From an optimization exercise on the open Yosys and OpenROAD flow, aimed at small area; shortcuts taken in it are not production practice.
The RTL was checked by simulation tests, not by an equivalence proof against the original design.

Design diodController, start of the top module:
module diodController(
    input clk,
    input reset,
    input start,
    input noise_valid,
    output spi_mosi,
    output spi_clk,
    output spi_ss,
    output [7:0] debug_voltage,
    output spi_start,
    output varu,
    output [1:0] debug_window_count,
    output [2:0] debug_state,
    output debug_noise_valid_filter
);
    localparam [2:0] IDLE        = 3'd0;
    localparam [2:0] INIT        = 3'd1;
    localparam [2:0] TRANSMIT    = 3'd2;
    localparam [2:0] INCREASE    = 3'd3;
    localparam [2:0] PAUSE       = 3'd4;
    localparam [2:0] CHECK_NOISE = 3'd5;
    localparam [2:0] CALIBRATE   = 3'd6;
    wire noise;
    noise_latch latch (
        .clk(clk),
        .reset(reset),
        .noise_in(noise_valid),
        .noise_out(noise)
    );
    assign debug_noise_valid_filter = noise;
    reg [2:0] state;
    reg [2:0] prev_state;
    reg       just_reset;
    reg [7:0] voltage;
  ...
Size in the first run: roughly 170 cells after synthesis, ~34 flip-flops.
==> module diodController, before the edit <==
module diodController(
    input clk,
    input reset,
    input start,
    input noise_valid,
    output spi_mosi,
    output spi_clk,
    output spi_ss,
    output [7:0] debug_voltage,
    output spi_start,
    output varu,
    output [1:0] debug_window_count,
    output [2:0] debug_state,
    output debug_noise_valid_filter
);
    localparam [2:0] IDLE        = 3'd0;
    localparam [2:0] INIT        = 3'd1;
    localparam [2:0] TRANSMIT    = 3'd2;
    localparam [2:0] INCREASE    = 3'd3;
    localparam [2:0] PAUSE       = 3'd4;
    localparam [2:0] CHECK_NOISE = 3'd5;
    localparam [2:0] CALIBRATE   = 3'd6;
    wire noise;
    noise_latch latch (
        .clk(clk),
        .reset(reset),
        .noise_in(noise_valid),
        .noise_out(noise)
    );
    assign debug_noise_valid_filter = noise;
    reg [2:0] state;
    reg [2:0] prev_state;
    reg       just_reset;
    reg [7:0] voltage;
    reg [1:0] window_count;
    reg       noise_heard;
    reg [5:0] lo;
    reg [9:0] hi;
    wire s_idle  = state == IDLE;
    wire s_init  = state == INIT;
    wire s_tx    = state == TRANSMIT;
    wire s_inc   = state == INCREASE;
    wire s_pause = state == PAUSE;
    wire s_check = state == CHECK_NOISE;
    wire p_tx    = prev_state == TRANSMIT;
    wire end_init  = lo[5] & lo[1];
    wire end_tx    = hi[5] & hi[3] & hi[2] & hi[1] & lo[3] & lo[2];
    wire end_inc   = hi[9] & hi[5] & hi[1] & lo[3];
    wire end_pause = hi[2] & hi[1] & hi[0] & lo[4] & lo[3];
    wire end_check = hi[7] & hi[5] & hi[4] & hi[1] & hi[0] & lo[4] & lo[2];
    wire to_tx     = (s_init & end_init) | (s_check & end_check & ~&window_count);
    wire to_inc    = s_tx & end_tx;
    wire to_pause  = s_inc & end_inc;
    wire to_check  = s_pause & end_pause;
    wire to_calib  = s_check & end_check & &window_count;
    wire load      = s_idle | to_tx | to_pause | to_check;
    wire       wrap   = lo[5] & s_tx;
    wire       carry  = &lo[4:0];
    wire [4:0] lo_inc = wrap ? lo[4:0] : lo[4:0] + 5'd1;
    wire       lo5    = carry | (lo[5] & ~s_tx);
    wire       hi_up  = wrap | (lo[5] & carry);
    always @(posedge clk) begin
        if (load) begin
            hi <= 10'd0;
            lo <= 6'd31;
        end else begin
            hi <= to_inc ? 10'd0 : hi + {9'd0, hi_up};
            lo <= {lo5, lo_inc};
        end
        noise_heard <= noise | (noise_heard & prev_state == CHECK_NOISE);
    end
    always @(posedge clk or posedge reset) begin
        if (reset) begin
            state <= IDLE;
            prev_state <= IDLE;
            just_reset <= 1'b1;
            voltage <= 8'h00;
            window_count <= 2'd0;
        end else begin
            just_reset <= 1'b0;
            prev_state <= state;
            if (s_idle & start) state <= INIT;
            if (to_tx)    state <= TRANSMIT;
            if (to_inc)   state <= INCREASE;
            if (to_pause) state <= PAUSE;
            if (to_check) state <= CHECK_NOISE;
            if (to_calib) state <= CALIBRATE;
            if (to_pause & window_count == 2'd0) voltage <= voltage + 8'd1;
            if (s_check & end_check)
                window_count <= noise_heard ? window_count + 2'd1 : 2'd0;
        end
    end
    wire active = ~lo[5] & (p_tx | s_inc);
    assign spi_ss    = ~active;
    assign spi_clk   = active & lo[1];
    assign spi_mosi  = active & voltage[~lo[4:2]];
    assign spi_start = s_tx & p_tx;
    assign varu      = just_reset | (state == CALIBRATE);
    assign debug_voltage      = voltage;
    assign debug_window_count = window_count;
    assign debug_state        = prev_state;
endmodule
export LEC_CHECK = 0
export CAP_MARGIN = 20
export CORE_MARGIN = 2
export CORE_UTILIZATION = 40
export SLEW_MARGIN = 20
create_clock -name core_clock -period 20.0 [get_ports {clk}]
standard.sh (not shown) runs the stock make flow with config.mk's settings and CLKGATE_MAP_FILE= SYNTH_SCRIPT=/design/flow/synth_recipe.tcl, a recipe that flattens the netlist after the stock synthesis.
==> flow/flow/run.sh <==
#!/bin/bash
# The standard layout, with smaller port buffers, no dummy clock loads,
# and OpenROAD's area restructuring of the logic after floorplan.
set -euo pipefail
here=$(pwd)
export BUFFER_PORTS_ARGS="-buffer_cell sky130_fd_sc_hd__buf_1"
export CTS_ARGS="-sink_clustering_enable -repair_clock_nets -dont_use_dummy_load"
export POST_FLOORPLAN_TCL=$here/flow/rmp.tcl
bash standard.sh > standard.log 2>&1
==> flow/flow/rmp.tcl <==
# Area recovery on the combinational logic of the standard synthesis
# (registers are left as they are), run at the end of floorplan.
set rmp_lib [lindex $::env(LIB_FILES) 0]
set rmp_dir $::env(OBJECTS_DIR)/rmp
file mkdir $rmp_dir
report_design_area
for {set i 0} {$i < 4} {incr i} {
  restructure -liberty_file $rmp_lib -target area \
    -tielo_port sky130_fd_sc_hd__conb_1/LO -tiehi_port sky130_fd_sc_hd__conb_1/HI \
    -work_dir $rmp_dir
  # Give this pass's tie cells unique names so the next pass can add its own.
  foreach inst [[ord::get_db_block] getInsts] {
    set n [$inst getName]
    if {[string match "rmp_const*" $n]} { $inst rename "rmp${i}_[string range $n 4 end]" }
  }
  report_design_area
}
The baseline completed without violations.
Rerun with:
--- a/flow/design.v
+++ b/flow/design.v
@@ -40,42 +40,42 @@
     reg [2:0] prev_state;
     reg       just_reset;
     reg [7:0] voltage;
     reg [1:0] window_count;
     reg       noise_heard;
     reg [5:0] lo;
-    reg [9:0] hi;
+    reg [8:0] hi;
     wire s_idle  = state == IDLE;
     wire s_init  = state == INIT;
     wire s_tx    = state == TRANSMIT;
     wire s_inc   = state == INCREASE;
     wire s_pause = state == PAUSE;
     wire s_check = state == CHECK_NOISE;
     wire p_tx    = prev_state == TRANSMIT;
     wire end_init  = lo[5] & lo[1];
     wire end_tx    = hi[5] & hi[3] & hi[2] & hi[1] & lo[3] & lo[2];
-    wire end_inc   = hi[9] & hi[5] & hi[1] & lo[3];
-    wire end_pause = hi[2] & hi[1] & hi[0] & lo[4] & lo[3];
-    wire end_check = hi[7] & hi[5] & hi[4] & hi[1] & hi[0] & lo[4] & lo[2];
+    wire end_inc   = hi[8] & hi[4] & hi[0] & lo[5] & lo[3];
+    wire end_pause = hi[2] & lo[4] & lo[3];
+    wire end_check = hi[6] & hi[4] & hi[3] & hi[1] & lo[4] & lo[2];
     wire to_tx     = (s_init & end_init) | (s_check & end_check & ~&window_count);
     wire to_inc    = s_tx & end_tx;
     wire to_pause  = s_inc & end_inc;
     wire to_check  = s_pause & end_pause;
     wire to_calib  = s_check & end_check & &window_count;
     wire load      = s_idle | to_tx | to_pause | to_check;
     wire       wrap   = lo[5] & s_tx;
     wire       carry  = &lo[4:0];
     wire [4:0] lo_inc = wrap ? lo[4:0] : lo[4:0] + 5'd1;
-    wire       lo5    = carry | (lo[5] & ~s_tx);
+    wire       lo5    = s_tx ? carry : carry ^ lo[5];
     wire       hi_up  = wrap | (lo[5] & carry);
     always @(posedge clk) begin
         if (load) begin
-            hi <= 10'd0;
+            hi <= 9'd0;
             lo <= 6'd31;
         end else begin
-            hi <= to_inc ? 10'd0 : hi + {9'd0, hi_up};
+            hi <= to_inc ? 9'd0 : hi + {8'd0, hi_up};
             lo <= {lo5, lo_inc};
         end
         noise_heard <= noise | (noise_heard & prev_state == CHECK_NOISE);
     end
     always @(posedge clk or posedge reset) begin
         if (reset) begin
@@ -95,13 +95,13 @@
             if (to_calib) state <= CALIBRATE;
             if (to_pause & window_count == 2'd0) voltage <= voltage + 8'd1;
             if (s_check & end_check)
                 window_count <= noise_heard ? window_count + 2'd1 : 2'd0;
         end
     end
-    wire active = ~lo[5] & (p_tx | s_inc);
+    wire active = ~lo[5] & (p_tx | (s_inc & ~|hi));
     assign spi_ss    = ~active;
     assign spi_clk   = active & lo[1];
     assign spi_mosi  = active & voltage[~lo[4:2]];
     assign spi_start = s_tx & p_tx;
     assign varu      = just_reset | (state == CALIBRATE);
     assign debug_voltage      = voltage;
Hold slack gets better by 0.021 ns.
Sequential cell count shrinks by 1.
Global-route usage grows by 0.28 points.
Register-to-register slack gets worse by 0.32 ns.
Final area shrinks slightly.
Clock skew shrinks by 0.0044 ns.
Clock-buffer cell count does not change.
Worst setup slack gets worse by 0.011 ns.

==> afterwards: timing with drivers on the ports <==
How much do the figures lean on ideal ports? The routed layouts below were timed once more, with nothing changed but the port constraints. Step 1 (the two cells are an assumption about what drives the block):
set clk [get_ports {clk}]
set_driving_cell -lib_cell sky130_fd_sc_hd__clkbuf_16 $clk
set_driving_cell -lib_cell sky130_fd_sc_hd__buf_2 [delete_from_list [all_inputs] $clk]
Step 2, shift: input delay + t, output delay - t, t = (earliest + latest rising clock arrival at the registers) / 2. This alone moves slack from input paths to output paths. a / b / c = ideal / step 1 / step 2; a / b = the first two.
run | shift t [ns] | setup WS [ns] | worst hold slack (ns) | clock arrival spread, ns | cell pins on the clock port's net
the first run | 0.303 | 11.758 / 11.735 / 11.735 | 0.434 / 0.434 / 0.434 | 0.011 / 0.011 | 1
the second run | 0.301 | 11.747 / 11.725 / 11.725 | 0.455 / 0.455 / 0.455 | 0.007 / 0.006 | 1
After both steps setup and hold are still met in every run listed. For the first run, which loses most, drivers alone change the setup slack by -0.023 ns; drivers and shift together by -0.023 ns.
